Source: an optimization exercise on an open RTL-to-GDS flow (aim: small area, a short achievable clock period and few clock cycles per item). Production flows keep margins and buffers that such runs may drop.
Where RTL was checked, it was by simulation tests only, not by an equivalence proof against the original.
Function not checked in runs 3 to 7: the RTL went through the layout flow alone.

File: design/flow/config.mk
export PLATFORM = sky130hd
export DESIGN_NAME = sha_256
export DESIGN_NICKNAME = sha_256
export VERILOG_FILES = /design/flow/design.v
export SDC_FILE = /design/flow/constraint.sdc
export NUM_CORES = 4
export LEC_CHECK = 0
export ABC_AREA = 1
export CAP_MARGIN = 20
export CORE_MARGIN = 2
export CORE_UTILIZATION = 40
export SLEW_MARGIN = 20
File: design/flow/constraint.sdc
create_clock -name core_clock -period 10.0 [get_ports {i_clk}]
set_input_delay 2.0000 -clock core_clock [delete_from_list [all_inputs] [get_ports {i_clk}]]
set_output_delay 2.0000 -clock core_clock [all_outputs]
set_load 0.01 [all_outputs]
File: design/flow/design.v
module sha256_counter_i (
    input wire        i_clk,
    input wire        i_rst,
    input wire        clr_i,
    input wire        cnt_i_en,
    output reg [7:0]  i
);
    always @(posedge i_clk or negedge i_rst) begin
        if (!i_rst) begin
            i <= 0;
        end else begin
            if (clr_i) i <= 0;
            else if (cnt_i_en) i <= i + 8'd1;
            else i <= i;
        end
    end
endmodule
module sha256_counter_j (
    input wire        i_clk,
    input wire        i_rst,
    input wire        clr_j,
    input wire        cnt_j_en,
    output reg [6:0]  j
);
    always @(posedge i_clk or negedge i_rst) begin
        if (!i_rst) begin
            j <= 0;
        end else begin
            if (clr_j) j <= 0;
            else if (cnt_j_en) j <= j + 7'd1;
            else j <= j;
        end
    end
endmodule
module sha256_functions (
    input  wire [5:0]  j,
    output reg  [31:0] k_j
);
    always @(*) begin
        case (j)
            6'd0: k_j = 32'h71374491;
            6'd1: k_j = 32'hb5c0fbcf;
            6'd2: k_j = 32'he9b5dba5;
            6'd3: k_j = 32'h3956c25b;
            6'd4: k_j = 32'h59f111f1;
            6'd5: k_j = 32'h923f82a4;
            6'd6: k_j = 32'hab1c5ed5;
            6'd7: k_j = 32'hd807aa98;
            6'd8: k_j = 32'h12835b01;
            6'd9: k_j = 32'h243185be;
            6'd10: k_j = 32'h550c7dc3;
            6'd11: k_j = 32'h72be5d74;
            6'd12: k_j = 32'h80deb1fe;
            6'd13: k_j = 32'h9bdc06a7;
            6'd14: k_j = 32'hc19bf174;
            6'd15: k_j = 32'he49b69c1;
            6'd16: k_j = 32'hefbe4786;
            6'd17: k_j = 32'h0fc19dc6;
            6'd18: k_j = 32'h240ca1cc;
            6'd19: k_j = 32'h2de92c6f;
            6'd20: k_j = 32'h4a7484aa;
            6'd21: k_j = 32'h5cb0a9dc;
            6'd22: k_j = 32'h76f988da;
            6'd23: k_j = 32'h983e5152;
            6'd24: k_j = 32'ha831c66d;
            6'd25: k_j = 32'hb00327c8;
            6'd26: k_j = 32'hbf597fc7;
            6'd27: k_j = 32'hc6e00bf3;
            6'd28: k_j = 32'hd5a79147;
            6'd29: k_j = 32'h06ca6351;
            6'd30: k_j = 32'h14292967;
            6'd31: k_j = 32'h27b70a85;
            6'd32: k_j = 32'h2e1b2138;
            6'd33: k_j = 32'h4d2c6dfc;
            6'd34: k_j = 32'h53380d13;
            6'd35: k_j = 32'h650a7354;
            6'd36: k_j = 32'h766a0abb;
            6'd37: k_j = 32'h81c2c92e;
            6'd38: k_j = 32'h92722c85;
            6'd39: k_j = 32'ha2bfe8a1;
            6'd40: k_j = 32'ha81a664b;
            6'd41: k_j = 32'hc24b8b70;
            6'd42: k_j = 32'hc76c51a3;
            6'd43: k_j = 32'hd192e819;
            6'd44: k_j = 32'hd6990624;
            6'd45: k_j = 32'hf40e3585;
            6'd46: k_j = 32'h106aa070;
            6'd47: k_j = 32'h19a4c116;
            6'd48: k_j = 32'h1e376c08;
            6'd49: k_j = 32'h2748774c;
            6'd50: k_j = 32'h34b0bcb5;
            6'd51: k_j = 32'h391c0cb3;
            6'd52: k_j = 32'h4ed8aa4a;
            6'd53: k_j = 32'h5b9cca4f;
            6'd54: k_j = 32'h682e6ff3;
            6'd55: k_j = 32'h748f82ee;
            6'd56: k_j = 32'h78a5636f;
            6'd57: k_j = 32'h84c87814;
            6'd58: k_j = 32'h8cc70208;
            6'd59: k_j = 32'h90befffa;
            6'd60: k_j = 32'ha4506ceb;
            6'd61: k_j = 32'hbef9a3f7;
            6'd62: k_j = 32'hc67178f2;
            default: k_j = 32'h428a2f98;
        endcase
    end
endmodule
module sha256_add (
    input  wire [31:0] x,
    input  wire [31:0] y,
    output wire [31:0] s
);
    reg [31:0] g, p;
    integer i, d;
    always @(*) begin
        g = x & y;
        p = x ^ y;
        for (d = 1; d < 32; d = d * 2)
            for (i = 2 * d - 1; i < 32; i = i + 2 * d) begin
                g[i] = g[i] | (p[i] & g[i - d]);
                p[i] = p[i] & p[i - d];
            end
        for (d = 8; d >= 1; d = d / 2)
            for (i = 3 * d - 1; i < 32; i = i + 2 * d) begin
                g[i] = g[i] | (p[i] & g[i - d]);
                p[i] = p[i] & p[i - d];
            end
    end
    assign s = x ^ y ^ {g[30:0], 1'b0};
endmodule
module sha256_scheduler (
    input  wire         clk,
    input  wire [511:0] i_block,
    input  wire [5:0]   k,
    output wire [31:0]  W_out
);
    reg [511:0] win;    
    function [31:0] sigma0(input [31:0] x);
        sigma0 = {x[6:0], x[31:7]} ^ {x[17:0], x[31:18]} ^ (x >> 3);
    endfunction
    function [31:0] sigma1(input [31:0] x);
        sigma1 = {x[16:0], x[31:17]} ^ {x[18:0], x[31:19]} ^ (x >> 10);
    endfunction
    wire [31:0] o1 = win[9*32 +: 32], o2 = win[0 +: 32];
    wire [31:0] o3 = sigma0(win[1*32 +: 32]), o4 = sigma1(win[14*32 +: 32]);
    wire [31:0] s1 = o1 ^ o2 ^ o3;
    wire [31:0] c1 = {(o1[30:0] & o2[30:0]) | (o1[30:0] & o3[30:0]) | (o2[30:0] & o3[30:0]), 1'b0};
    wire [31:0] s2 = s1 ^ c1 ^ o4;
    wire [31:0] c2 = {(s1[30:0] & c1[30:0]) | (s1[30:0] & o4[30:0]) | (c1[30:0] & o4[30:0]), 1'b0};
    wire [31:0] w_new;
    sha256_add u_add (.x(s2), .y(c2), .s(w_new));
    wire [31:0] w_blk = i_block[511 - 32*k[3:0] -: 32];
    wire [31:0] w_in  = (k[5:4] != 2'd0) ? w_new : w_blk;
    always @(posedge clk) win <= {w_in, win[511:32]};
    assign W_out = win[511:480];
endmodule
module sha_256(
    input wire i_clk,
    input wire i_rst,
    input wire i_enable,
    input [511:0] i_data,
    input [7:0] i_N,
    output reg [255:0] o_data,
    output reg o_done
);
    localparam [255:0] IV = {32'h6a09e667, 32'hbb67ae85, 32'h3c6ef372, 32'ha54ff53a,
                             32'h510e527f, 32'h9b05688c, 32'h1f83d9ab, 32'h5be0cd19};
    reg  [5:0]  k;        
    reg         fin;      
    reg         first;    
    reg  [7:0]  nrem;     
    reg         is_new;   
    reg  [31:0] a, b, c, d, e, f, g, h;
    reg  [31:0] hk;       
    reg  [31:0] kq;       
    wire busy   = ~o_done;
    wire [7:0] nrem_n = is_new ? i_N : nrem - 8'd1;
    wire hsh    = busy & ((k[5:1] == 5'b11111) | (k == 6'd0));
    wire [31:0] w;
    wire [31:0] k_j;
    sha256_scheduler u_scheduler (
        .clk(i_clk),
        .i_block(i_data),
        .k(k),
        .W_out(w)
    );
    sha256_functions u_functions (
        .j(k),
        .k_j(k_j)
    );
    function [31:0] CH(input [31:0] x, y, z);
        CH = (x & y) ^ (~x & z);
    endfunction
    function [31:0] MAJ(input [31:0] x, y, z);
        MAJ = (x & y) ^ (x & z) ^ (y & z);
    endfunction
    function [31:0] SIG0(input [31:0] x);
        SIG0 = {x[1:0], x[31:2]} ^ {x[12:0], x[31:13]} ^ {x[21:0], x[31:22]};
    endfunction
    function [31:0] SIG1(input [31:0] x);
        SIG1 = {x[5:0], x[31:6]} ^ {x[10:0], x[31:11]} ^ {x[24:0], x[31:25]};
    endfunction
    wire [31:0] s1 = SIG1(e);
    wire [31:0] ch = CH(e, f, g);
    wire [31:0] s0 = SIG0(a);
    wire [31:0] mj = MAJ(a, b, c);
    function [31:0] FS(input [31:0] x, y, z);
        FS = x ^ y ^ z;
    endfunction
    function [31:0] FC(input [31:0] x, y, z);
        FC = {(x[30:0] & y[30:0]) | (x[30:0] & z[30:0]) | (y[30:0] & z[30:0]), 1'b0};
    endfunction
    wire [31:0] pa1 = FS(hk, w, ch),     qa1 = FC(hk, w, ch);
    wire [31:0] pa2 = FS(s1, s0, mj),    qa2 = FC(s1, s0, mj);
    wire [31:0] pa3 = FS(pa1, qa1, pa2), qa3 = FC(pa1, qa1, pa2);
    wire [31:0] pa4 = FS(pa3, qa3, qa2), qa4 = FC(pa3, qa3, qa2);
    wire [31:0] pe1 = FS(d, hk, w),      qe1 = FC(d, hk, w);
    wire [31:0] pe2 = FS(pe1, qe1, ch),  qe2 = FC(pe1, qe1, ch);
    wire [31:0] pe3 = FS(pe2, qe2, s1),  qe3 = FC(pe2, qe2, s1);
    wire [31:0] a_n = pa4 + qa4;
    wire [31:0] e_n = pe3 + qe3;
    wire [31:0] H0 = o_data[255:224], H1 = o_data[223:192], H2 = o_data[191:160], H3 = o_data[159:128];
    wire [31:0] H4 = o_data[127:96],  H5 = o_data[95:64],   H6 = o_data[63:32],   H7 = o_data[31:0];
    wire [255:0] start = is_new ? IV : o_data;
    wire [31:0] hk_in = o_done ? (is_new ? IV[31:0] : H7) : g;
    wire [31:0] hk_n, h3a, h7e;
    sha256_add u_addk (.x(hk_in), .y(o_done ? 32'h428a2f98 : kq), .s(hk_n));
    sha256_add u_addh (.x(H3), .y(a), .s(h3a));
    sha256_add u_addl (.x(H7), .y(e), .s(h7e));
    always @(posedge i_clk or negedge i_rst) begin
        if (!i_rst) begin
            o_done <= 1'b0;
            k      <= 6'd0;
            fin    <= 1'b0;
            first  <= 1'b0;
            nrem   <= 8'd1;
            is_new <= 1'b1;
        end else if (o_done) begin
            if (i_enable) begin
                o_done <= 1'b0;
                k      <= 6'd1;
                first  <= is_new;
                nrem   <= nrem_n;
                is_new <= (nrem_n == 8'd1);
            end
        end else if (fin) begin
            fin    <= 1'b0;
            o_done <= 1'b1;
        end else if (k == 6'd0) begin
            fin <= 1'b1;
        end else begin
            k <= k + 6'd1;
        end
    end
    always @(posedge i_clk) begin
        if (o_done) begin
            {a, b, c, d, e, f, g, h} <= start;
            kq <= 32'h71374491;
        end else begin
            a <= a_n; b <= a; c <= b; d <= c;
            e <= e_n; f <= e; g <= f; h <= g;
            kq <= k_j;
        end
        hk <= hk_n;
    end
    always @(posedge i_clk) begin
        if (busy & first & (k == 6'd1)) begin
            o_data <= IV;
        end else if (hsh) begin
            o_data <= {h3a, H0, H1, H2, h7e, H4, H5, H6};
        end
    end
endmodule
File: design/flow/flow/run.sh
#!/bin/bash
# Own layout flow: the standard ORFS flow with a few settings changed.
#  - ports are buffered with a plain buffer instead of the delay buffer the
#    resizer picks by default
set -euo pipefail
export BUFFER_PORTS_ARGS="-buffer_cell sky130_fd_sc_hd__buf_1"
export SETUP_SLACK_MARGIN=6
export ADDER_MAP_FILE=
bash standard.sh > standard_flow.log 2>&1
File: design/flow/standard.sh
#!/bin/bash
# synth_recipe.tcl (not shown) runs the flow's synth.tcl, then flattens the netlist and writes it again
# the make line also repeats each setting of config.mk as NAME=value (left out here)
make -C /OpenROAD-flow-scripts/flow DESIGN_CONFIG=/design/flow/config.mk WORK_HOME=/design/flow/orfs CLKGATE_MAP_FILE= SYNTH_SCRIPT=/design/flow/synth_recipe.tcl "${@:-finish}"
==> summary.md, run 1 <==
| Metric | Value |
|---|---|
| Status | finished clean |
| Clock latency (worst-skew pair) | 780 ps |
| Adder-Cell Fraction of Synth Area | 0% |
| Seq/Total Area, Yosys | 36.69% |
| Worst Hold Depth | 0 |
| WL/cell | 24.89 µm |
| Worst hold path class | reg2reg |
| Port bufs | 779 |
| Drt initial violations | 5999 |
| Largest net degree at the start of global routing | 183 |
| Total gr overflow | 0 |
| Met3 WL post-DR | 23.69 mm |
| Clock Skews | 48.37 ps |
| WL final | 283.6 mm |
| Post-layout util | 46.25% |
| Worst EP required | 8000 ps |
| Post-Syn Area per Cell | 6.747 µm² |
| Period minus WS final | 3931 ps |
| # DRC | 0 |
| Synth Area in Compound Gates | 15.27% |
| Longest Clk Path Bufs | 3 |
| RD Place Congestion | 1.061 |
| Crit end category | output pin |
| DP HPWL | 229.6 mm |
| Max stage delay cell, worst path | dfrtp_4 |
| Final hold vios | 0 |
| Die Area | 150200 µm² |
| Initial antenna violation count | 40 |
| Delay-heaviest family, CP | flip-flops |
| Post-synth cell types | 77 |
| Synth Net Count | 9245 |
| Hold path endpoint | u_scheduler.win[134]$_DFF_P_ |
| F_max | 0.2544 GHz |
| Area delta synth->final | 14.67% |
| Total CTS buffers | 110 |
| Asr flop ratio synth | 1.676% |
| Clk sinks | 1074 |
| Mapped Cells | 8722 |
| Nets | 9890 |
| Pre-antenna DRT Iters | 7 |
| FF-to-FF Start | e[10]$_DFF_P_ |
| Share of cells above drive strength 1 | 7.453% |
| CP cell instances | buf_16 -> buf_1 |
| Worst-Margin Slew | 1181 ps |
| # IOs | 780 |
| Global-route wire length before repair | 396.1 mm |
| Crit Path Max Fanout | 71 |
| Starting Density | 40.33% |
| CORE AREA | 145900 µm² |
| Slew Viols, Final | 0 |
| Max-cap viol count | 0 |
| Synth Register Bits | 1074 |
| Critical path arrival | 1930 ps |
| Flop2flop setup slack | 6100 ps |
| Wl on met1 | 123.4 mm |
| Slew HR | 20.45% |
| CTS root buffer | clkbuf_16 |
| Top Metal Used | met5 |
| Critical path's largest stage delay | 610 ps |
| Final Setup Violations | 0 |
| # hold bufs at CTS | 0 |
| Vias in the first global route | 55.86k |
| Routed via count | 61.30k |
| Die Span Y | 387.6 µm |
| Critical setup path kind | reg2out |
| Final period util | 39.31% |
| Startpoint types | register |
| Worst r2r dst | a[23]$_DFF_P_ |
| Synth Flop Type | dfxtp_1 |
| Largest family of logic cells by synthesized area | simple AND/OR/NAND/NOR gates |
| Routed wl met2 | 123.8 mm |
| Via density | 5.381 |
| Die width | 387.6 µm |
| Worst path buffer plus inverter count | 2 |
| Synth warnings | 4 |
| CTS tree | yes |
| Hold_sp | u_scheduler.win[166]$_DFF_P_ |
| Clk pin slew, worst setup/hold paths | 60 ps |
| Mux contribution to synthesized area | 0% |
| Tot GR Track Use | 36.27% |
| Antenna Nets Post-Route | 0 |
| Simple-gate share of the synthesized area | 31.18% |
| Post-synthesis cell area | 58850 µm² |
| Final TNS setup | 0 ps |
| H-tree depth | 3 |
| RSZ-0062 raised after global routing | yes |
| XOR/XNOR Fraction of Synth Area | 7.492% |
| Cells on worst reg2reg path | 22 |
| EDFF count, synth | 0 |
| Row count | 140 |
## placed cells by master, fill, tap and decap left out, drive strengths merged, types with 13 or more instances in the layout
| cell type | netlist | layout |
|---|---|---|
| a31oi | 25 | 25 |
| nand4 | 57 | 57 |
| nor2 | 677 | 677 |
| o21ai | 502 | 502 |
| o211ai | 50 | 50 |
| nand3 | 633 | 633 |
| clkinv | 9 | 31 |
| clkbuf | 209 | 159 |
| o221ai | 22 | 22 |
| o22a | 13 | 13 |
| a21oi | 411 | 411 |
| nand2 | 2800 | 2800 |
| nor3 | 26 | 26 |
| a21boi | 16 | 16 |
| inv | 1052 | 1063 |
| dfrtp | 16 | 16 |
| a22oi | 278 | 278 |
| buf | 103 | 844 |
| o22ai | 41 | 41 |
| dfxtp | 1056 | 1056 |
| or2 | 78 | 78 |
| xor2 | 303 | 303 |
| o21bai | 31 | 31 |
| diode | 0 | 17 |
| nor4 | 21 | 21 |
| xnor2 | 164 | 164 |
| nand3b | 23 | 23 |
## Yosys cell counts (35+ instances only)
library cell / n / area share [%]
nand2_1: 2665 / 17
dfxtp_1: 1056 / 36
inv_1: 985 / 6.3
nand3_1: 620 / 5.3
nor2_1: 620 / 4.0
o21ai_0: 441 / 3.8
a21oi_1: 399 / 3.4
a22oi_1: 278 / 3.5
xor2_1: 276 / 4.1
clkbuf_1: 207 / 1.3
xnor2_1: 150 / 2.2
nand2_2: 120 / 1.3
inv_2: 65 / 0.41
nand4_1: 57 / 0.61
o211ai_1: 50 / 0.64
nor2_2: 46 / 0.49
o21ai_1: 43 / 0.37
o22ai_1: 41 / 0.44
or2_1: 38 / 0.40
or2_2: 35 / 0.37
## metal layers
layer / track usage [%] / vias to the layer above
li1: - / 29260
met5: 0 / -
met4: 14.23 / 12
met1: 48.95 / 28820
met3: 7.047 / 467
met2: 56.89 / 2736
## sequential cells by signal, summed over array words and instances (netlist names), 6 cells and up
name	cells
a	32
g	32
e	32
f	32
b	32
c	32
nrem	8
k	6
d	32
hk	32
o_data	256
kq	32
u_scheduler.win	512
## worst reg2reg max path, cell delays in order (launching register included)
cell and delay [ps]:
dfxtp_2 590, inv_2 70, nand2_1 200, nand2_2 120, xnor2_1 500, or2_1 220
nand2_1 80, xnor2_1 230, inv_1 80, nand3_1 100, nand2_1 70, nand2_2 100
nand2_2 140, nor2_4 170, nand2_1 130, nor2_1 120, nand2_1 60, nand2_1 200
nand2_1 110, nand2_1 70, nand2_1 40, nand3_1 250, nand2_1 110
## repair_timing
action | CTS | global route
setup endpoints to repair | 115 | 210
pin swaps | 1 | 0
buffers inserted | 2 | 9
gates cloned | 0 | 1
gates resized for setup | 15 | 62
## worst max path at each step
| stage | startpoint | endpoint | slack, ps | cells after the start |
|---|---|---|---|---|
| after global placement | i_data[242] | u_scheduler.win[498]$_DFF_P_ | 5590 | 5 |
| final | o_done$_DFF_PN0_ | o_done | 6070 | 2 |
| after CTS | o_done$_DFF_PN0_ | o_done | 5850 | 2 |
| after global routing | o_done$_DFF_PN0_ | hk[31]$_DFF_P_ | 5920 | 26 |
| after floorplan | i_data[239] | u_scheduler.win[495]$_DFF_P_ | 7040 | 4 |
| after detailed placement | o_done$_DFF_PN0_ | hk[31]$_DFF_P_ | 5600 | 25 |
## metrics by stage
step | hold WS (ps) | worst slack [ps] | instances | instance area [µm²]
global placement | 309.6 | 5591 | 11160 | 63190
finish | 308.8 | 6069 | 11390 | 67480
global route | 305.4 | 5920 | 11380 | 67450
floorplan | 309.6 | 7044 | 8722 | 58850
CTS | 291.0 | 5855 | 11370 | 67130
detailed placement | 312.1 | 5599 | 11160 | 63210
## cells by family (layout without fill, tap and decap cells)
kind of cell	after synthesis	after routing
and+or+nand+nor	4338	4338
AOI/OAI and AO/OA	1469	1469
buffers and inverters	1374	2111
DFF	1074	1074
xor gates and xnor gates	467	467
other	0	17
## final cells by class
| class | count | area [µm²] |
|---|---|---|
| Antenna cell | 17 | 42.54 |
| Sequential cell | 1074 | 21640 |
| Tap cell | 1917 | 2399 |
| Inverter | 1061 | 4025 |
| Clock buffer | 157 | 3169 |
| Timing Repair Buffer | 846 | 3558 |
| Fill cell | 15230 | 78430 |
| Multi-Input combinational cell | 6274 | 31980 |
| Clock inverter | 47 | 674.4 |
Testbench counts, summed over its fixed seeds: cycles 32,274, blocks 489.
==> inputs of run 2 (changes only) <==
--- a/design/flow/config.mk
+++ b/design/flow/config.mk
@@ -11,2 +11,4 @@
 export CORE_UTILIZATION = 40
+export CTS_CLUSTER_DIAMETER = 100
+export CTS_CLUSTER_SIZE = 30
 export SLEW_MARGIN = 20
==> run 2 against run 1 <==
Compared with the run above: count of clock-buffer cells in the layout down 104; clock skew up 7.4 ps; sequential cell count unchanged; routed wire length down 1.1%; area after synthesis unchanged; worst setup slack worse by 38 ps; still clean on timing, DRC and antenna; die area unchanged.
==> summary.md, run 2 <==
| Metric | Value |
|---|---|
| Status | finished clean |
| Worst-Margin Slew | 1150 ps |
| Post-Syn Area per Cell | 6.747 µm² |
| Most frequent cells after synthesis | nand2_1 (2665), dfxtp_1 (1056), inv_1 (985) |
| RSZ-0062 raised after global routing | yes |
| Critical setup path kind | reg2out |
| Flip-flop count of the largest register after layout | 512 |
| Pre-antenna DRT Iters | 6 |
| Initial antenna violation count | 39 |
| WL final | 280.4 mm |
| # IOs | 780 |
| Nets | 9821 |
| EDFF count, synth | 0 |
| Die width | 387.6 µm |
| Delay-heaviest family, CP | buffers and inverters |
| CTS tree | yes |
| Max stage delay cell, worst path | dfrtp_4 |
| Seq/Total Area, Yosys | 36.69% |
| FF-to-FF Start | e[8]$_DFF_P_ |
| WL/cell | 24.92 µm |
| Longest Clk Path Bufs | 3 |
| Slew Viols, Final | 0 |
| Die Area | 150200 µm² |
| Most frequent cells in the layout | nand2_1 (2663), dfxtp_1 (1022), inv_1 (984), buf_1 (779), nand3_1 (620) |
| Area delta synth->final | 10.78% |
| Port bufs | 779 |
| Asr flop ratio synth | 1.676% |
| Post-synth cell types | 77 |
| Worst EP required | 8000 ps |
| Die Span Y | 387.6 µm |
| Antenna Nets Post-Route | 0 |
| Cell count after placement | 11.16k |
| H-tree depth | 2 |
| Synth Register Bits | 1074 |
| Worst path buffer plus inverter count | 3 |
| Crit Path Max Fanout | 71 |
| Clock Skews | 55.82 ps |
| Mapped Cells | 8722 |
| Clk pin slew, worst setup/hold paths | 110 ps |
| Routed via count | 60.64k |
| Final Setup Violations | 0 |
| Post-synthesis cell area | 58850 µm² |
| Top cell type's share of synthesized area | 35.92% |
| Clock latency (worst-skew pair) | 730 ps |
| Cell with the most instances after synthesis | nand2_1 |
| Critical path's largest stage delay | 580 ps |
| Top cells by area, synth | dfxtp_1 (36%), nand2_1 (17%), inv_1 (6.3%), nand3_1 (5.3%), xor2_1 (4.1%) |
| F_max | 0.2520 GHz |
| Max-cap viol count | 0 |
| Top cell type by total area after synthesis | dfxtp_1 |
| Slew HR | 22.56% |
| Launch point of the worst path | o_done$_DFF_PN0_ |
| Clk sinks | 1074 |
| Via density | 5.389 |
| Final hold vios | 0 |
| Crit end category | output pin |
| CP cell instances | buf_12 -> buf_16 -> buf_1 |
| Worst hold path class | reg2reg |
| Total CTS buffers | 49 |
| Share of cells above drive strength 1 | 6.321% |
| Critical path arrival | 1970 ps |
| Row count | 140 |
| Vias in the first global route | 55.01k |
| Global-route wire length before repair | 392.0 mm |
| Hold_sp | u_scheduler.win[179]$_DFF_P_ |
| Final TNS setup | 0 ps |
| Synth warnings | 4 |
| Largest regs | u_scheduler.win (512), o_data (256) |
| Period minus WS final | 3969 ps |
| Drt initial violations | 6032 |
| Final cell count without fillers | 11.25k |
| # hold bufs at CTS | 0 |
| Synth Flop Type | dfxtp_1 |
| Flop2flop setup slack | 6150 ps |
| Most common cell after layout, fill and taps aside | nand2_1 |
| Startpoint types | register |
| Final period util | 39.69% |
| Top reg by flops | u_scheduler.win |
| DP HPWL | 229.6 mm |
| RD Place Congestion | 1.061 |
| Total gr overflow | 0 |
| Largest net degree at the start of global routing | 183 |
| CTS root buffer | clkbuf_16 |
| CORE AREA | 145900 µm² |
| Tot GR Track Use | 35.85% |
| Fill cells | 15.41k |
| Synth Net Count | 9245 |
| # DRC | 0 |
| Starting Density | 40.33% |
-- run 2: cell types whose count changed in the layout (fill, tap and decap cells not counted), moves of 3 or more --
cell,delta
buf_4,-7
clkbuf_16,-62
dfxtp_2,+5
clkbuf_1,-20
clkinvlp_4,-4
dfxtp_1,-5
inv_6,-6
clkbuf_8,-23
clkinv_2,-11
bufinv_16,-7
inv_16,+3
clkinv_4,-4
-- run 2: logic make-up after synthesis --
kind of cell,after synthesis,synth area share [%]
compound gates,1469,15.27
xor+xnor,467,7.492
buf+inv,1374,9.368
flops,1074,36.69
simple gates,4338,31.18
-- run 2: area by class of cell --
cell class                      count  area (µm²)  share of cell area [%]
Antenna cell                       16       40.04                 0.06142
Tap cell                         1917        2399                   3.679
Clock buffer                       53        1251                   1.919
Sequential cell                  1074       21650                   33.21
Multi-Input combinational cell   6274       31980                   49.05
Clock inverter                     18       375.4                  0.5758
Inverter                         1061        4025                   6.174
Timing Repair Buffer              838        3478                   5.336
-- run 2: path summary, 6_finish.rpt --
kind | cells after the start | end
setup reg to reg | 21 | a[23]$_DFF_P_
setup / recovery | 3 | o_done
min in group asynchronous | 2 | nrem[6]$_DFFE_PN0P_
hold reg to reg | 0 | u_scheduler.win[147]$_DFF_P_
hold / removal | 0 | u_scheduler.win[147]$_DFF_P_
max in group asynchronous | 2 | k[4]$_DFFE_PN0P_
-- run 2: stage by stage --
stage	area, µm²	hold WS, ps	setup WS (ps)	util, %
after detailed placement	63210	312.1	5599	43.32
after global routing	65170	338.9	5939	44.67
after global placement	63190	309.6	5591	43.30
after floorplan	58850	309.6	7044	-
final	65190	331.0	6031	44.68
after CTS	64910	332.6	5919	44.48
-- run 2: worst register-to-register path: stages, from the launching register on --
cell and delay, ps:
dfxtp_2 620, inv_1 250, xor2_2 400, inv_2 150
nand2_1 110, nand2_2 80, nand2_1 90, nand2_1 60
nand2_1 90, nand2_1 80, nand4_1 200, nand2_1 200
nor2_1 290, nand3_1 110, nand3_1 200, nand2_1 80
nand2_1 200, nand2_1 110, nand2_1 70, nand2_1 40
nand3_1 260, nand2_1 90
-- run 2: layer usage --
| metal | up-vias | wire, µm | track usage (%) |
|---|---|---|---|
| met5 | - | 217 | 0 |
| met4 | 18 | 12140 | 13.48 |
| met3 | 422 | 21990 | 5.898 |
| met2 | 2613 | 122900 | 56.65 |
| met1 | 28540 | 123200 | 48.90 |
| li1 | 29050 | - | - |
-- run 2: timing repair --
item / in CTS / in global routing
hold endpoints to repair: 0 / 0
pin swaps: 1 / 0
buffers inserted: 2 / 2
cloned: 0 / 0
resized for setup: 14 / 65
endpoints found under the setup margin: 63 / 187
==> inputs of run 3 (changes only) <==
--- a/design/flow/design.v
+++ b/design/flow/design.v
@@ -143,13 +143,13 @@
     endfunction
-    wire [31:0] o1 = win[9*32 +: 32], o2 = win[0 +: 32];
-    wire [31:0] o3 = sigma0(win[1*32 +: 32]), o4 = sigma1(win[14*32 +: 32]);
-    wire [31:0] s1 = o1 ^ o2 ^ o3;
-    wire [31:0] c1 = {(o1[30:0] & o2[30:0]) | (o1[30:0] & o3[30:0]) | (o2[30:0] & o3[30:0]), 1'b0};
-    wire [31:0] s2 = s1 ^ c1 ^ o4;
-    wire [31:0] c2 = {(s1[30:0] & c1[30:0]) | (s1[30:0] & o4[30:0]) | (c1[30:0] & o4[30:0]), 1'b0};
-    wire [31:0] w_new;
-    sha256_add u_add (.x(s2), .y(c2), .s(w_new));
+    reg  [31:0] pre;
+    wire [31:0] o1 = win[10*32 +: 32], o2 = win[1*32 +: 32], o3 = sigma0(win[2*32 +: 32]);
+    wire [31:0] ps = o1 ^ o2 ^ o3;
+    wire [31:0] pc = {(o1[30:0] & o2[30:0]) | (o1[30:0] & o3[30:0]) | (o2[30:0] & o3[30:0]), 1'b0};
+    wire [31:0] w_new = sigma1(win[14*32 +: 32]) + pre;
     wire [31:0] w_blk = i_block[511 - 32*k[3:0] -: 32];
     wire [31:0] w_in  = (k[5:4] != 2'd0) ? w_new : w_blk;
-    always @(posedge clk) win <= {w_in, win[511:32]};
+    always @(posedge clk) begin
+        win <= {w_in, win[511:32]};
+        pre <= ps + pc;
+    end
     assign W_out = win[511:480];
@@ -227,4 +227,13 @@
     sha256_add u_addk (.x(hk_in), .y(o_done ? 32'h428a2f98 : kq), .s(hk_n));
-    sha256_add u_addh (.x(H3), .y(a), .s(h3a));
-    sha256_add u_addl (.x(H7), .y(e), .s(h7e));
+    reg [31:0] iva, ive;
+    always @(*) begin
+        case ({k[5], k[0], fin})
+            3'b100:  begin iva = IV[159:128]; ive = IV[31:0];  end
+            3'b110:  begin iva = IV[191:160]; ive = IV[63:32]; end
+            3'b000:  begin iva = IV[223:192]; ive = IV[95:64]; end
+            default: begin iva = IV[255:224]; ive = IV[127:96]; end
+        endcase
+    end
+    sha256_add u_addh (.x(first ? iva : H3), .y(a), .s(h3a));
+    sha256_add u_addl (.x(first ? ive : H7), .y(e), .s(h7e));
     always @(posedge i_clk or negedge i_rst) begin
@@ -266,5 +275,3 @@
     always @(posedge i_clk) begin
-        if (busy & first & (k == 6'd1)) begin
-            o_data <= IV;
-        end else if (hsh) begin
+        if (hsh) begin
             o_data <= {h3a, H0, H1, H2, h7e, H4, H5, H6};
--- a/design/flow/config.mk
+++ b/design/flow/config.mk
@@ -7,3 +7,2 @@
 export LEC_CHECK = 0
-export ABC_AREA = 1
 export CAP_MARGIN = 20
@@ -11,4 +10,2 @@
 export CORE_UTILIZATION = 40
-export CTS_CLUSTER_DIAMETER = 100
-export CTS_CLUSTER_SIZE = 30
 export SLEW_MARGIN = 20
==> run 3 against run 2 <==
Compared with the run above: final area rose by 9.0%; largest cell class unchanged; area after synthesis fell by 3.2%; critical path depth rose by 16; die area fell by 3.1%; synthesized cell count fell by 37%.
==> summary.md, run 3 <==
| Metric | Value |
|---|---|
| Flip-flop count of the largest register after layout | 480 |
| Via density | 5.761 |
| Initial antenna violation count | 54 |
| Area delta synth->final | 24.69% |
| F_max | 0.2061 GHz |
| Worst EP required | 10620 ps |
| Worst hold path class | reg2reg |
| Asr flop ratio synth | 1.676% |
| Clk sinks | 1074 |
| Top reg by flops | u_scheduler.win |
| Crit end category | register |
| Synth Flop Type | dfxtp_1 |
| Final instance area | 71060 µm² |
| Die Span Y | 381.5 µm |
| Die Area | 145500 µm² |
| CP cell instances | mux2_4 -> maj3_2 -> xnor3_1 -> xnor2_2 -> or4_4 -> and3_4 -> maj3_2 -> buf_6 -> buf_6 -> buf_6 -> maj3_2 -> a21oi_4 -> o311ai_4 -> o311ai_4 -> nand2b_4 -> nand2_4 -> maj3_2 -> xor2_1 -> a21oi_1 |
| # DRC | 0 |
| Pre-antenna DRT Iters | 6 |
| EDFF count, synth | 256 |
| Worst-Margin Slew | 1036 ps |
| Longest Clk Path Bufs | 3 |
| Largest net degree at the start of global routing | 123 |
| Total CTS buffers | 108 |
| Most frequent cells after synthesis | dfxtp_1 (800), xnor2_1 (674), nor2_1 (485) |
| Critical path arrival | 5480 ps |
| Share of cells above drive strength 1 | 19.18% |
| Final hold vios | 0 |
| Row count | 138 |
| Final Setup Violations | 0 |
| Drt initial violations | 5014 |
| Most frequent cells in the layout | buf_1 (778), dfxtp_1 (699), xnor2_1 (591), nor2_1 (475), nand2_1 (416) |
| Period minus WS final | 4852 ps |
| Clock latency (worst-skew pair) | 770 ps |
| Cell with the most instances after synthesis | dfxtp_1 |
| Status | finished clean |
| Max-cap viol count | 0 |
| Seq/Total Area, Yosys | 42.39% |
| Post-synth cell types | 111 |
| CORE AREA | 141400 µm² |
| Slew HR | 30.47% |
| Post-synthesis cell area | 56990 µm² |
| Final period util | 48.52% |
| Top cells by area, synth | dfxtp_1 (28%), edfxtp_1 (13%), xnor2_1 (10%), mux4_2 (6.3%), maj3_1 (4.6%) |
| Final TNS setup | 0 ps |
| Total gr overflow | 0 |
| Critical path's largest stage delay | 490 ps |
| Mapped Cells | 5525 |
| Max stage delay cell, worst path | or4_4 |
| WL/cell | 28.98 µm |
| # IOs | 780 |
| Startpoint types | register |
| Area occupied by registers | 24430 µm² |
| Port bufs | 779 |
| CTS root buffer | clkbuf_16 |
| H-tree depth | 3 |
| Top cell type by total area after synthesis | dfxtp_1 |
| Tot GR Track Use | 32.51% |
| Clock Skews | 71.21 ps |
| Delay-heaviest family, CP | adder cells |
| Post-Syn Area per Cell | 10.32 µm² |
| Clk pin slew, worst setup/hold paths | 60 ps |
| Nets | 7005 |
| Routed via count | 48.85k |
| Most common cell after layout, fill and taps aside | buf_1 |
| RSZ-0062 raised after global routing | yes |
| Antenna Nets Post-Route | 0 |
| Starting Density | 40.30% |
| WL final | 245.8 mm |
| Die width | 381.5 µm |
| Synth Register Bits | 1074 |
| CTS tree | yes |
| Slew Viols, Final | 0 |
| Synth Net Count | 6048 |
| Footprint of the multi-input gates | 33880 µm² |
| Vias in the first global route | 46.03k |
| Critical setup path kind | reg2reg |
| # hold bufs at CTS | 0 |
| RD Place Congestion | 0.9936 |
| Area post-placement | 62110 µm² |
| DP HPWL | 189.5 mm |
| Worst path buffer plus inverter count | 3 |
| Largest regs | u_scheduler.win (480), o_data (256) |
| Global-route wire length before repair | 338.2 mm |
| Fill cells | 12.90k |
| Top cell type's share of synthesized area | 28.10% |
| Crit Path Max Fanout | 4 |
| Synth warnings | 4 |
| Most frequent CP cell | maj3_2 |
-- run 3: cell count changes after synthesis, moves of 90 or more --
cell,previous run,this run
nand3_1,620,38
inv_1,985,123
nand2_1,2665,426
nor2_1,620,485
edfxtp_1,0,256
o21ai_0,441,339
maj3_1,0,261
a21oi_1,399,309
mux4_2,0,160
xnor2_1,150,674
a22oi_1,278,31
dfxtp_1,1056,800
nand2_2,120,0
-- run 3: stage by stage --
| stage | hold WS (ps) | instances | utilization [%] | worst slack, ps |
|---|---|---|---|---|
| floorplan | 309.5 | 5525 | - | 3923 |
| global placement | 309.7 | 7982 | 43.92 | 3935 |
| detailed placement | 312.1 | 7983 | 43.92 | 3867 |
| CTS | 318.7 | 8359 | 48.88 | 5165 |
| global route | 325.9 | 8469 | 50.23 | 5052 |
| finish | 316.2 | 8480 | 50.25 | 5148 |
-- run 3: timing repair --
item,in CTS,in global routing
resized for setup,442,234
pin swaps,161,143
hold endpoints to repair,0,0
cloned,5,0
endpoints found under the setup margin,388,283
setup buffers,167,107
-- run 3: kinds of logic after synthesis --
| group | Yosys count | synth area share [%] |
|---|---|---|
| flip-flops | 1074 | 42.39 |
| adder cells (fa/ha/maj) | 264 | 4.643 |
| XOR/XNOR | 1035 | 18.54 |
| multiplexers | 210 | 7.245 |
| AO/OA/AOI/OAI | 1293 | 14.76 |
| buffers and inverters | 389 | 2.639 |
| AND/OR/NAND/NOR | 1260 | 9.787 |
-- run 3: final cells by class --
cell class,count,area share (%)
diodes,14,0.04930
clock buffers,142,4.328
clock inverters,62,1.243
inverters,124,0.6673
multi-input cells,4064,47.67
flip-flops and latches,1074,34.38
well taps,1890,3.328
repair buffers,1110,8.334
-- run 3: path summary, 6_finish.rpt --
check / startpoint / slack [ps] / to / cells after the start
setup / recovery: e[1]$_DFF_P_ / 5150 / a[25]$_DFF_P_ / 19
hold / removal: u_scheduler.win[413]$_DFF_P_ / 320 / u_scheduler.win[381]$_DFF_P_ / 0
setup reg to reg: e[1]$_DFF_P_ / 5150 / a[25]$_DFF_P_ / 19
hold reg to reg: u_scheduler.win[413]$_DFF_P_ / 320 / u_scheduler.win[381]$_DFF_P_ / 0
max in group asynchronous: i_rst / 8380 / k[0]$_DFFE_PN0P_ / 1
min in group asynchronous: i_rst / 1180 / nrem[7]$_DFFE_PN0P_ / 1
-- run 3: per-layer routing --
layer | vias to the layer above | share of wire (%) | track usage [%]
li1 | 21720 | - | -
met1 | 24350 | 43 | 45.23
met2 | 2364 | 44 | 49.95
met3 | 401 | 9.4 | 7.071
met4 | 16 | 3.8 | 10.94
met5 | - | 0.042 | 0
-- run 3: worst reg2reg max path: stages (launching register included) --
cell and delay (ps):
dfxtp_4 390, mux2_4 360, maj3_2 360, xnor3_1 230, xnor2_2 150, or4_4 490
and3_4 190, maj3_2 340, buf_6 130, buf_6 100, buf_6 100, maj3_2 330
a21oi_4 230, o311ai_4 160, o311ai_4 360, nand2b_4 200, nand2_4 60, maj3_2 310
xor2_1 140, a21oi_1 70
==> inputs of run 4 (changes only) <==
--- a/design/flow/flow/run.sh
+++ b/design/flow/flow/run.sh
@@ -7,3 +7,3 @@
 export SETUP_SLACK_MARGIN=6
-export ADDER_MAP_FILE=
+
 bash standard.sh > standard_flow.log 2>&1
==> run 4 against run 3 <==
Compared with the run above: still clean on timing, DRC and antenna; worst hold slack lost 1.6 ps; global-route usage grew 0.28 points; count of clock-buffer cells in the layout shrank 5; register-to-register slack lost 230 ps; cell count shrank 10%; worst setup slack lost 230 ps; area after synthesis shrank 4.3%; first-iteration DRC count shrank 2.5%; final area shrank 6.2%; largest cell class unchanged; highest routed layer unchanged.
==> summary.md, run 4 <==
| Metric | Value |
|---|---|
| Nets | 6753 |
| WL final | 233.7 mm |
| Post-synthesis cell area | 54520 µm² |
| Cell with the most instances after synthesis | dfxtp_1 |
| WL/cell | 30.78 µm |
| Top cells by area, synth | dfxtp_1 (29%), edfxtp_1 (14%), fa_1 (11%), mux4_2 (6.9%), ha_1 (5.3%) |
| Dpl ws | 4095 ps |
| Delay-heaviest family, CP | adder cells |
| Final TNS setup | 0 ps |
| Row count | 135 |
| F_max | 0.1969 GHz |
| DP HPWL | 184.6 mm |
| Crit Path Max Fanout | 6 |
| CTS root buffer | clkbuf_16 |
| Status | finished clean |
| Synth warnings | 4 |
| Clk pin slew, worst setup/hold paths | 70 ps |
| Die Span Y | 373.2 µm |
| Startpoint types | register |
| Seq/Total Area, Yosys | 44.31% |
| Antenna Nets Post-Route | 0 |
| Port bufs | 779 |
| H-tree depth | 3 |
| Clk sinks | 1074 |
| Crit end category | register |
| Die Area | 139300 µm² |
| Final hold vios | 0 |
| EDFF count, synth | 256 |
| RD Place Congestion | 1.018 |
| Slew HR | 31.80% |
| Period minus WS final | 5079 ps |
| CP cell instances | xor2_2 -> xnor2_1 -> fa_1 -> fa_1 -> inv_1 -> fa_1 -> ha_1 -> o21a_2 -> o21ai_1 -> nor3_4 -> o2111ai_4 -> a211oi_2 -> or4_1 -> a31oi_1 -> xnor2_1 -> o21ai_1 |
| Worst Slack Setup Final | 4921 ps |
| Synth Net Count | 5897 |
| Slew Viols, Final | 0 |
| Flop2flop setup slack | 4920 ps |
| Tot GR Track Use | 32.80% |
| Worst hold path class | reg2reg |
| Most frequent cells in the layout | buf_1 (778), dfxtp_1 (711), inv_1 (545), fa_1 (276), edfxtp_1 (256) |
| Critical path arrival | 5690 ps |
| Largest regs | u_scheduler.win (480), o_data (256) |
| Drt initial violations | 4891 |
| Flip-flop count of the largest register after layout | 480 |
| Post-synth cell types | 92 |
| Total gr overflow | 0 |
| Clock Skews | 44.61 ps |
| Critical setup path kind | reg2reg |
| # DRC | 0 |
| Synth Flop Type | dfxtp_1 |
| Area delta synth->final | 22.31% |
| CORE AREA | 135300 µm² |
| Global-route wire length before repair | 321.8 mm |
| Most frequent cells after synthesis | dfxtp_1 (800), inv_1 (565), fa_1 (296) |
| Routed via count | 42.54k |
| Worst-Margin Slew | 1022 ps |
| # IOs | 780 |
| Worst path buffer plus inverter count | 1 |
| Final period util | 50.79% |
| Max-cap viol count | 0 |
| Top reg by flops | u_scheduler.win |
| Share of cells above drive strength 1 | 17.13% |
| Die width | 373.2 µm |
| Fill cells | 12.35k |
| Total CTS buffers | 107 |
| Largest net degree at the start of global routing | 98 |
| CTS tree | yes |
| Clock latency (worst-skew pair) | 740 ps |
| Max stage delay cell, worst path | fa_1 |
| RSZ-0062 raised after global routing | yes |
| Synth Register Bits | 1074 |
| Top cell type's share of synthesized area | 29.38% |
| Most frequent CP cell | fa_1 |
| Post-Syn Area per Cell | 11.25 µm² |
| Asr flop ratio synth | 1.676% |
| Initial antenna violation count | 58 |
| Worst EP required | 10610 ps |
| Longest Clk Path Bufs | 3 |
| Vias in the first global route | 41.33k |
| Most common cell after layout, fill and taps aside | buf_1 |
| Critical path's largest stage delay | 560 ps |
| Final Setup Violations | 0 |
| Via density | 5.605 |
| Hold_ws | 314.5 ps |
| Starting Density | 40.29% |
| Top cell type by total area after synthesis | dfxtp_1 |
| Pre-antenna DRT Iters | 6 |
| Mapped Cells | 4847 |
[run 4: cell types whose count changed after synthesis, sizes merged, moves of 123 or more]
cell,change
fa,+296
inv,+444
xor2,-123
xnor2,-409
nor2,-289
nand2,-209
maj3,-263
ha,+231
[run 4: area by class of cell]
type,count,area [µm²],area share (%)
flip-flops and latches,1074,24410,36.61
multi-input cells,2963,29330,43.99
repair buffers,986,4980,7.468
clock buffers,137,2944,4.415
diodes,19,47.55,0.07131
inverters,570,2201,3.301
clock inverters,59,528.0,0.7919
well taps,1781,2228,3.342
repair inverters,1,8.758,0.01314
[run 4: logic make-up after synthesis]
logic type / after synthesis / synth area share [%]
AOI/OAI and AO/OA: 1091 / 13.46
DFF: 1074 / 44.31
buffers and inverters: 812 / 5.644
and+or+nand+nor: 740 / 6.442
adders and majority gates: 528 / 16.19
xor gates and xnor gates: 400 / 6.426
muxes: 202 / 7.530
[run 4: metrics by stage]
stage | std cells | utilization (%) | instance area (µm²)
2_1_floorplan | 4847 | - | 54910
6_report | 7590 | 49.28 | 66680
4_1_cts | 7513 | 48.39 | 65470
3_3_place_gp | 7201 | 43.84 | 59310
5_1_grt | 7585 | 49.27 | 66670
3_5_place_dp | 7201 | 43.84 | 59310
[run 4: what timing repair did]
item	CTS	global route
buffers inserted	110	55
hold buffers	0	0
gates cloned	6	3
endpoints found under the setup margin	361	155
gates resized for setup	396	147
pin swaps	113	110
[run 4: per-layer routing]
metal / vias up / part of all wire [%] / track usage, %
met5: - / 0.065 / 0
met4: 22 / 4.5 / 12.43
met3: 444 / 8.5 / 6.020
met2: 2161 / 43 / 49.60
met1: 21380 / 44 / 46.70
li1: 18530 / - / -
[run 4: final timing paths]
path,startpoint,to,cells after the start
setup / recovery,e[18]$_DFF_P_,a[31]$_DFF_P_,16
hold / removal,u_scheduler.win[420]$_DFF_P_,u_scheduler.win[388]$_DFF_P_,0
setup reg to reg,e[18]$_DFF_P_,a[31]$_DFF_P_,16
hold reg to reg,u_scheduler.win[420]$_DFF_P_,u_scheduler.win[388]$_DFF_P_,0
max in group asynchronous,i_rst,o_done$_DFF_PN0_,1
min in group asynchronous,i_rst,nrem[5]$_DFFE_PN0P_,1
==> inputs of run 5 (changes only) <==
--- a/design/flow/flow/run.sh
+++ b/design/flow/flow/run.sh
@@ -7,3 +7,3 @@
 export SETUP_SLACK_MARGIN=6
-
+export ADDER_MAP_FILE=
 bash standard.sh > standard_flow.log 2>&1
--- a/design/flow/config.mk
+++ b/design/flow/config.mk
@@ -7,2 +7,3 @@
 export LEC_CHECK = 0
+export ABC_AREA = 1
 export CAP_MARGIN = 20
==> run 5 against run 4 <==
Compared with the run above: first-iteration DRC count increased by 41%; count of clock-buffer cells in the layout up 3; worst setup slack improved by 1100 ps; worst hold slack got worse by 22 ps; utilization down 2.6 points; synthesized cell count up 73%; clock skew decreased by 2.2 ps; area after synthesis is 7.4% higher; sequential cell count did not move.
==> summary.md, run 5 <==
| Metric | Value |
|---|---|
| Status | finished clean |
| Synth warnings | 4 |
| RSZ-0062 raised after global routing | yes |
| Worst-Margin Slew | 1210 ps |
| # IOs | 780 |
| Final period util | 40.00% |
| Initial antenna violation count | 46 |
| Fill cells | 14.76k |
| Mux contribution to synthesized area | 0% |
| Adder-Cell Fraction of Synth Area | 0.01709% |
| Total CTS buffers | 111 |
| Die Area | 149500 µm² |
| Antenna Nets Post-Route | 0 |
| DP HPWL | 241.9 mm |
| Startpoint types | register |
| WL final | 297.4 mm |
| Post-synth cell types | 76 |
| Crit end category | register |
| Starting Density | 40.24% |
| # hold bufs at CTS | 0 |
| Most common cell after layout, fill and taps aside | nand2_1 |
| Top cells by area, synth | dfxtp_1 (27%), nand2_1 (18%), edfxtp_1 (13%), inv_1 (6.1%), nand3_1 (4.6%) |
| Period minus WS final | 4000 ps |
| Clock Skews | 42.44 ps |
| Final cell count without fillers | 11.19k |
| Synth Flop Type | dfxtp_1 |
| Largest family of logic cells by synthesized area | simple AND/OR/NAND/NOR gates |
| Hold_ws | 292.6 ps |
| Nets | 9676 |
| EDFF count, synth | 256 |
| Crit Path Max Fanout | 81 |
| Pre-antenna DRT Iters | 8 |
| Simple-gate share of the synthesized area | 30.24% |
| Most frequent cells after synthesis | nand2_1 (2752), inv_1 (959), dfxtp_1 (800) |
| Critical path arrival | 4520 ps |
| Vias in the first global route | 56.62k |
| Final TNS setup | 0 ps |
| Drt initial violations | 6904 |
| Port bufs | 779 |
| RD Place Congestion | 1.055 |
| Cell count after placement | 10.95k |
| # DRC | 0 |
| Largest net degree at the start of global routing | 144 |
| Synth Register Bits | 1074 |
| Final Setup Violations | 0 |
| H-tree depth | 3 |
| Cell with the most instances after synthesis | nand2_1 |
| CORE AREA | 145600 µm² |
| Die Span Y | 386.7 µm |
| Most frequent cells in the layout | nand2_1 (2750), inv_1 (954), dfxtp_1 (781), buf_1 (779), nor2_1 (647) |
| Clk sinks | 1074 |
| Clock latency (worst-skew pair) | 760 ps |
| Critical setup path kind | reg2reg |
| Total gr overflow | 0 |
| Mapped Cells | 8397 |
| Top cell type by total area after synthesis | dfxtp_1 |
| Tot GR Track Use | 38.25% |
| F_max | 0.2500 GHz |
| Slew Viols, Final | 0 |
| Top cell type's share of synthesized area | 27.34% |
| WL/cell | 26.56 µm |
| Row count | 140 |
| Clk pin slew, worst setup/hold paths | 70 ps |
| Synth Area in Compound Gates | 14.91% |
| XOR/XNOR Fraction of Synth Area | 5.541% |
| Top reg by flops | u_scheduler.win |
| Synth Net Count | 8920 |
| Largest regs | u_scheduler.win (480), o_data (256) |
| CTS root buffer | clkbuf_16 |
| Via density | 5.482 |
| Longest Clk Path Bufs | 3 |
| Seq/Total Area, Yosys | 41.24% |
| Post-synthesis cell area | 58570 µm² |
| Global-route wire length before repair | 412.0 mm |
| Asr flop ratio synth | 1.676% |
| Routed via count | 61.36k |
| Worst hold path class | reg2reg |
| Share of cells above drive strength 1 | 6.368% |
| Worst EP required | 10520 ps |
| Post-Syn Area per Cell | 6.975 µm² |
| Max-cap viol count | 0 |
| Area delta synth->final | 15.97% |
| Slew HR | 18.60% |
| Die width | 386.7 µm |
| CTS tree | yes |
| Final hold vios | 0 |
| Flip-flop count of the largest register after layout | 480 |
-- run 5: area by class of cell --
class	count	area, µm²	share of cell area (%)
clock buffer	140	3113	4.583
antenna	27	67.56	0.09947
multi-input combinational	6093	29890	44.00
tap	1917	2399	3.531
timing repair buffer	829	3408	5.018
sequential	1074	24190	35.61
clock inverter	70	924.6	1.361
inverter	1044	3935	5.793
-- run 5: metrics by stage --
stage | area (µm²) | util (%) | setup slack [ps]
2_1_floorplan | 58630 | - | 126.6
3_3_place_gp | 63520 | 43.64 | 5794
3_5_place_dp | 63520 | 43.64 | 5703
4_1_cts | 67610 | 46.45 | 6013
5_1_grt | 67900 | 46.64 | 5929
6_report | 67930 | 46.66 | 6000
-- run 5: cell families after synthesis --
family | count (synthesis)
and+or+nand+nor | 4291
xor gates and xnor gates | 368
adders and majority gates | 1
DFF | 1074
AOI/OAI and AO/OA | 1432
buffers and inverters | 1231
-- run 5: per-layer routing --
layer | part of all wire, % | global-route usage (%) | up-vias
met1 | 42 | 50.48 | 28910
met2 | 43 | 59.30 | 3056
met3 | 9.2 | 7.886 | 582
met4 | 5.6 | 19.07 | 16
li1 | - | - | 28800
met5 | 0.039 | 0 | -
-- run 5: critical path, stage by stage (launching register included) --
cell and delay (ps):
dfrtp_1 400, buf_4 250, nand2_1 370, inv_4 340, buf_6 380, a22oi_1 520, a21oi_1 150, o41ai_1 930
o21ai_0 300
-- run 5: timing repair --
| item | CTS | global route |
|---|---|---|
| buffers inserted | 1 | 8 |
| setup endpoints to repair | 179 | 198 |
| gates cloned | 0 | 2 |
| resized for setup | 8 | 50 |
| pin swaps | 0 | 3 |
-- run 5: worst paths after layout --
kind                                              startpoint                            to  slack [ps]  cells past startpoint
worst min register to register  u_scheduler.win[213]$_DFF_P_  u_scheduler.win[181]$_DFF_P_         290                      0
min in group asynchronous                              i_rst           nrem[5]$_DFFE_PN0P_        1270                      2
worst max-delay path                        k[0]$_DFFE_PN0P_  u_scheduler.win[485]$_DFF_P_        6000                      8
worst max register to register              k[0]$_DFFE_PN0P_  u_scheduler.win[485]$_DFF_P_        6000                      8
worst min-delay path            u_scheduler.win[213]$_DFF_P_  u_scheduler.win[181]$_DFF_P_         290                      0
max in group asynchronous                              i_rst              o_done$_DFF_PN0_        8380                      2
==> inputs of run 6 (changes only) <==
--- a/design/flow/flow/run.sh
+++ b/design/flow/flow/run.sh
@@ -6,3 +6,3 @@
 export BUFFER_PORTS_ARGS="-buffer_cell sky130_fd_sc_hd__buf_1"
-export SETUP_SLACK_MARGIN=6
+export SETUP_SLACK_MARGIN=7
 export ADDER_MAP_FILE=
==> run 6 against run 5 <==
Compared with the run above: critical endpoint is now o_data[126]; maximum frequency is 14% higher; routed wire length increased by 11%; register-to-register slack gained 730 ps; still clean on timing, DRC and antenna; sequential cell count is the same.
==> summary.md, run 6 <==
| Metric | Value |
|---|---|
| H-tree depth | 3 |
| RSZ-0062 raised after global routing | yes |
| Drt initial violations | 7778 |
| Critical path arrival | 1520 ps |
| Grt met2 use | 62.29% |
| RD Place Congestion | 1.055 |
| Synth Register Bits | 1074 |
| Total gr overflow | 0 |
| Final instance area | 84850 µm² |
| Asr flop ratio synth | 1.676% |
| Starting Density | 40.24% |
| Crit end category | output pin |
| Startpoint types | register |
| Clock latency (worst-skew pair) | 770 ps |
| CP cell instances | buf_6 |
| Nets | 10.48k |
| Die Span Y | 386.7 µm |
| Synth Net Count | 8920 |
| Synth Flop Type | dfxtp_1 |
| Routed via count | 67.90k |
| Antenna Nets Post-Route | 0 |
| EDFF count, synth | 256 |
| Mapped Cells | 8397 |
| Met3 Use GR | 9.446% |
| Port bufs | 779 |
| Tot GR Track Use | 40.63% |
| WL final | 329.1 mm |
| Largest net degree at the start of global routing | 82 |
| CORE AREA | 145600 µm² |
| Seq/Total Area, Yosys | 41.24% |
| Share of cells above drive strength 1 | 33.20% |
| Final TNS setup | 0 ps |
| WL/cell | 27.43 µm |
| Most common cell after layout, fill and taps aside | nand2_1 |
| Top reg by flops | u_scheduler.win |
| Synth warnings | 4 |
| Die width | 386.7 µm |
| Flop2flop setup slack | 6730 ps |
| Critical path's largest stage delay | 550 ps |
| Top cell type by total area after synthesis | dfxtp_1 |
| Largest regs | u_scheduler.win (480), o_data (256) |
| Final period util | 35.18% |
| Delay-heaviest family, CP | flip-flops |
| M1 GR Usage | 52.38% |
| Post-synthesis cell area | 58570 µm² |
| Clk pin slew, worst setup/hold paths | 70 ps |
| Post-Syn Area per Cell | 6.975 µm² |
| Area post-placement | 63520 µm² |
| Row count | 140 |
| Pre-antenna DRT Iters | 8 |
| Final hold vios | 0 |
| DP HPWL | 241.9 mm |
| Longest Clk Path Bufs | 3 |
| Clock Skews | 51.10 ps |
| Initial antenna violation count | 51 |
| Max stage delay cell, worst path | edfxtp_1 |
| Post-synth cell types | 76 |
| # DRC | 0 |
| Gr busiest metal | met2 |
| Slew Viols, Final | 0 |
| # hold bufs at CTS | 0 |
| Total CTS buffers | 111 |
| Final Setup Violations | 0 |
| CTS tree | yes |
| Area delta synth->final | 44.86% |
| Fill cells | 13.05k |
| Global-route wire length before repair | 437.4 mm |
| Flip-flop count of the largest register after layout | 480 |
| Period minus WS final | 3518 ps |
| CTS root buffer | clkbuf_16 |
| Worst hold path class | reg2reg |
| Via density | 5.660 |
| Worst path buffer plus inverter count | 1 |
| Vias in the first global route | 60.62k |
| Top cells by area, synth | dfxtp_1 (27%), nand2_1 (18%), edfxtp_1 (13%), inv_1 (6.1%), nand3_1 (4.6%) |
| Max-cap viol count | 0 |
| # IOs | 780 |
| Status | finished clean |
| Critical setup path kind | reg2out |
| Clk sinks | 1074 |
| Cell with the most instances after synthesis | nand2_1 |
| Most frequent cells in the layout | nand2_1 (2031), inv_1 (839), buf_4 (697), dfxtp_1 (620), buf_1 (575) |
| F_max | 0.2843 GHz |
| Die Area | 149500 µm² |
| Top cell type's share of synthesized area | 27.34% |
| Crit Path Max Fanout | 3 |
| Worst EP required | 8000 ps |
| Slew HR | 31.94% |
| Worst-Margin Slew | 1021 ps |
| Most frequent cells after synthesis | nand2_1 (2752), inv_1 (959), dfxtp_1 (800) |
## run 6: worst paths after layout
check / from / endpoint / cells past startpoint
hold / removal: u_scheduler.win[213]$_DFF_P_ / u_scheduler.win[181]$_DFF_P_ / 0
min in group asynchronous: i_rst / nrem[5]$_DFFE_PN0P_ / 2
setup / recovery: o_data[126]$_DFFE_PP_ / o_data[126] / 1
max in group asynchronous: i_rst / o_done$_DFF_PN0_ / 2
setup reg to reg: k[0]$_DFFE_PN0P_ / o_data[127]$_DFFE_PP_ / 24
hold reg to reg: u_scheduler.win[213]$_DFF_P_ / u_scheduler.win[181]$_DFF_P_ / 0
## run 6: kinds of logic (layout without fill, tap and decap cells)
logic type | count (synthesis) | after routing | synth area share (%)
buffers and inverters | 1231 | 2887 | 8.049
XOR/XNOR | 368 | 368 | 5.541
AND/OR/NAND/NOR | 4291 | 4292 | 30.24
flip-flops | 1074 | 1074 | 41.24
adder cells (fa/ha/maj) | 1 | 1 | 0.01709
AO/OA/AOI/OAI | 1432 | 1432 | 14.91
other | 0 | 25 | 0
## run 6: routing by layer
metal | vias up | part of all wire, %
met2 | 4000 | 43
met1 | 32330 | 39
met3 | 1093 | 11
met5 | - | 0.073
li1 | 30460 | -
met4 | 23 | 7.7
## run 6: timing repair
item | in CTS | in global routing
endpoints found under the setup margin | 800 | 576
pin swaps | 159 | 640
resized for setup | 1165 | 1854
setup buffers | 443 | 347
cloned | 17 | 8
## run 6: layout make-up
cell class / count / area, µm² / area share, %
timing repair buffer: 1630 / 11300 / 13.32
clock buffer: 140 / 3113 / 3.669
tap: 1917 / 2399 / 2.827
inverter: 1044 / 4245 / 5.003
antenna: 25 / 62.56 / 0.07373
sequential: 1074 / 24670 / 29.07
timing repair inverter: 3 / 28.78 / 0.03392
multi-input combinational: 6093 / 38110 / 44.91
clock inverter: 70 / 924.6 / 1.090
## run 6: stage by stage
stage / setup slack [ps] / hold WS (ps) / instances / utilization, %
2_1_floorplan: 126.6 / 309.6 / 8397 / -
4_1_cts: 6472 / 293.4 / 11620 / 51.88
3_5_place_dp: 5703 / 312.1 / 10950 / 43.64
5_1_grt: 6494 / 301.9 / 11980 / 58.27
3_3_place_gp: 5794 / 309.5 / 10950 / 43.64
6_report: 6482 / 295.4 / 12000 / 58.29
==> inputs of run 7 (changes only) <==
--- a/design/flow/flow/run.sh
+++ b/design/flow/flow/run.sh
@@ -6,3 +6,3 @@
 export BUFFER_PORTS_ARGS="-buffer_cell sky130_fd_sc_hd__buf_1"
-export SETUP_SLACK_MARGIN=7
+export SETUP_SLACK_MARGIN=6.5
 export ADDER_MAP_FILE=
==> run 7 against run 6 <==
Compared with the run above: count of clock-buffer cells in the layout unchanged; clock skew down 5.0 ps; sequential share of layout area is 5.6 points higher; still clean; worst hold slack got worse by 4.3 ps.
==> summary.md, run 7 <==
| Metric | Value |
|---|---|
| Status | finished clean |
| Top cells by area, synth | dfxtp_1 (27%), nand2_1 (18%), edfxtp_1 (13%), inv_1 (6.1%), nand3_1 (4.6%) |
| Cell with the most instances after synthesis | nand2_1 |
| Critical setup path kind | reg2reg |
| Hold path endpoint | u_scheduler.win[181]$_DFF_P_ |
| Post-synth cell types | 76 |
| Tot GR Track Use | 38.60% |
| CORE AREA | 145600 µm² |
| WL/cell | 26.79 µm |
| Synth Register Bits | 1074 |
| Cells on worst reg2reg path | 9 |
| Slew HR | 21.48% |
| Global-route wire length before repair | 415.4 mm |
| Clock Skews | 46.06 ps |
| Final Setup Violations | 0 |
| DP HPWL | 241.9 mm |
| Pre-antenna DRT Iters | 8 |
| Flop2flop setup slack | 6310 ps |
| Top cell type's share of synthesized area | 27.34% |
| Clk sinks | 1074 |
| Most frequent cells after synthesis | nand2_1 (2752), inv_1 (959), dfxtp_1 (800) |
| Max-cap viol count | 0 |
| Synth warnings | 4 |
| Drt initial violations | 7040 |
| # DRC | 0 |
| Most frequent cells in the layout | nand2_1 (2682), inv_1 (931), buf_1 (774), dfxtp_1 (704), nor2_1 (597) |
| Most frequent CP cell | a21oi_1 |
| Die Area | 149500 µm² |
| Worst-Margin Slew | 1178 ps |
| Port bufs | 779 |
| Nets | 9780 |
| Top cell type by total area after synthesis | dfxtp_1 |
| Synth Flop Type | dfxtp_1 |
| Area delta synth->final | 20.05% |
| Worst hold path class | reg2reg |
| Crit Path Max Fanout | 66 |
| Clk pin slew, worst setup/hold paths | 70 ps |
| Final period util | 36.95% |
| H-tree depth | 3 |
| Initial antenna violation count | 44 |
| Antenna Nets Post-Route | 0 |
| Top reg by flops | u_scheduler.win |
| Largest net degree at the start of global routing | 129 |
| Max stage delay cell, worst path | a21oi_1 |
| Area post-placement | 63520 µm² |
| Most common cell after layout, fill and taps aside | nand2_1 |
| F_max | 0.2707 GHz |
| Routed via count | 62.60k |
| Critical path's largest stage delay | 650 ps |
| Worst r2r dst | u_scheduler.win[489]$_DFF_P_ |
| # hold bufs at CTS | 0 |
| EDFF count, synth | 256 |
| Synth Net Count | 8920 |
| Critical path arrival | 4350 ps |
| Row count | 140 |
| Starting Density | 40.24% |
| Mapped Cells | 8397 |
| Hold_sp | u_scheduler.win[213]$_DFF_P_ |
| Post-synthesis cell area | 58570 µm² |
| Asr flop ratio synth | 1.676% |
| Slew Viols, Final | 0 |
| Flip-flop count of the largest register after layout | 480 |
| Hold_ws | 291.1 ps |
| CTS tree | yes |
| Longest Clk Path Bufs | 3 |
| Largest regs | u_scheduler.win (480), o_data (256) |
| Worst EP required | 10650 ps |
| Final hold vios | 0 |
| RSZ-0062 raised after global routing | yes |
| RD Place Congestion | 1.055 |
| Final TNS setup | 0 ps |
| Period minus WS final | 3695 ps |
| Startpoint types | register |
| CP cell instances | buf_12 -> inv_1 -> nor2_4 -> buf_6 -> a22oi_1 -> a21oi_1 -> nor3_1 -> a21oi_1 -> o21bai_1 |
| Worst Hold Depth | 0 |
| Seq/Total Area, Yosys | 41.24% |
| FF-to-FF Start | k[0]$_DFFE_PN0P_ |
| Die width | 386.7 µm |
| Crit end category | register |
| WL final | 302.7 mm |
| Share of cells above drive strength 1 | 10.71% |
| Total CTS buffers | 111 |
| Via density | 5.540 |
| Vias in the first global route | 57.13k |
| Post-Syn Area per Cell | 6.975 µm² |
| # IOs | 780 |
| Clock latency (worst-skew pair) | 770 ps |
| Total gr overflow | 0 |
| CTS root buffer | clkbuf_16 |
| Die Span Y | 386.7 µm |
| Final instance area | 70320 µm² |
[run 7: changes by cell type in the layout (fill, tap and decap cells not counted), sizes merged]
cell	delta
clkinv	-2
clkinvlp	+1
diode	+3
bufbuf	-10
clkbuf	-148
buf	-539
inv	-2
[run 7: kinds of logic after synthesis]
kind of cell             share of synthesized area, %
AND/OR/NAND/NOR                                 30.24
flip-flops                                      41.24
buffers and inverters                           8.049
adder cells (fa/ha/maj)                       0.01709
XOR/XNOR                                        5.541
AO/OA/AOI/OAI                                   14.91
[run 7: through the flow]
step	worst slack (ps)	instances	utilization, %
global route	6384	11290	48.29
global placement	5794	10950	43.64
finish	6305	11300	48.31
CTS	6472	11210	47.03
floorplan	126.6	8397	-
detailed placement	5703	10950	43.64
[run 7: worst max-delay path by stage]
stage                               start                            to  slack (ps)  cells past startpoint
finish                   k[0]$_DFFE_PN0P_  u_scheduler.win[489]$_DFF_P_        6310                      9
detailed placement      first$_DFFE_PN0P_         o_data[251]$_DFFE_PP_        5700                     21
global route                e[28]$_DFF_P_                 a[30]$_DFF_P_        6380                     24
global placement       is_new$_DFFE_PN1P_                hk[31]$_DFF_P_        5790                     26
floorplan                o_done$_DFF_PN0_           o_data[0]$_DFFE_PP_         130                      7
CTS                 o_data[126]$_DFFE_PP_                   o_data[126]        6470                      1
[run 7: final cells by class]
| cell class | instances | area (µm²) |
|---|---|---|
| fill | 14580 | 75250 |
| multi-input combinational | 6093 | 30920 |
| sequential | 1074 | 24370 |
| timing repair buffer | 933 | 4494 |
| inverter | 1044 | 4021 |
| clock buffer | 140 | 3113 |
| tap | 1917 | 2399 |
| clock inverter | 70 | 924.6 |
| antenna | 28 | 70.07 |
[run 7: metal layers]
layer	routed length (µm)	share of wire [%]	track usage [%]
met3	28690	9.5	7.788
met2	130300	43	59.65
met4	18510	6.1	19.72
met1	125200	41	51.02
met5	106	0.035	0
[run 7: critical path, delay by kind of cell (launching register included)]
| kind | cells | cell delay, ps |
|---|---|---|
| flip-flops | 1 | 440 |
| AO/OA/AOI/OAI | 4 | 1750 |
| buffers and inverters | 3 | 970 |
| AND/OR/NAND/NOR | 2 | 320 |
[run 7: what timing repair did]
action	CTS	global route
cloned	3	4
setup endpoints to repair	351	239
setup buffers	48	60
gates resized for setup	142	377
pin swaps	4	27

## separate check: timing with driven ports
How much do the figures lean on ideal ports? The routed layouts below were timed once more, with nothing changed but the port constraints. Step 1 sets driving cells, clkbuf_16 on the clock port and buf_2 on the other inputs (assumed; they add their load-dependent delay and slew). Step 2 adds t to the input delays and takes it off the output delays; t is the mean of the earliest and latest rising clock arrival at the registers after step 1. Input paths then give back, and output paths get back, about the clock's delay inside the block. a / b / c = ideal / step 1 / step 2; a / b = the first two.
| run | shift t [ns] | setup slack, ns | worst register clock-pin slew, ns | pins driven straight from the clock port |
|---|---|---|---|---|
| run 1 | 0.847 | 6.069 / 5.981 / 5.588 | 0.07 / 0.07 | 1 |
| run 2 | 0.794 | 6.031 / 5.941 / 5.655 | 0.12 / 0.12 | 1 |
| run 3 | 0.818 | 5.148 / 5.148 / 5.148 | 0.08 / 0.08 | 1 |
| run 4 | 0.795 | 4.921 / 4.921 / 4.921 | 0.07 / 0.07 | 1 |
| run 5 | 0.823 | 6.000 / 6.000 / 5.891 | 0.07 / 0.07 | 1 |
| run 6 | 0.838 | 6.482 / 6.390 / 6.143 | 0.07 / 0.07 | 1 |
| run 7 | 0.826 | 6.305 / 6.305 / 5.930 | 0.07 / 0.07 | 1 |
After both steps every run listed still meets setup and hold. For run 1, which loses most, drivers alone change the setup slack by -0.088 ns; drivers and shift together by -0.481 ns.
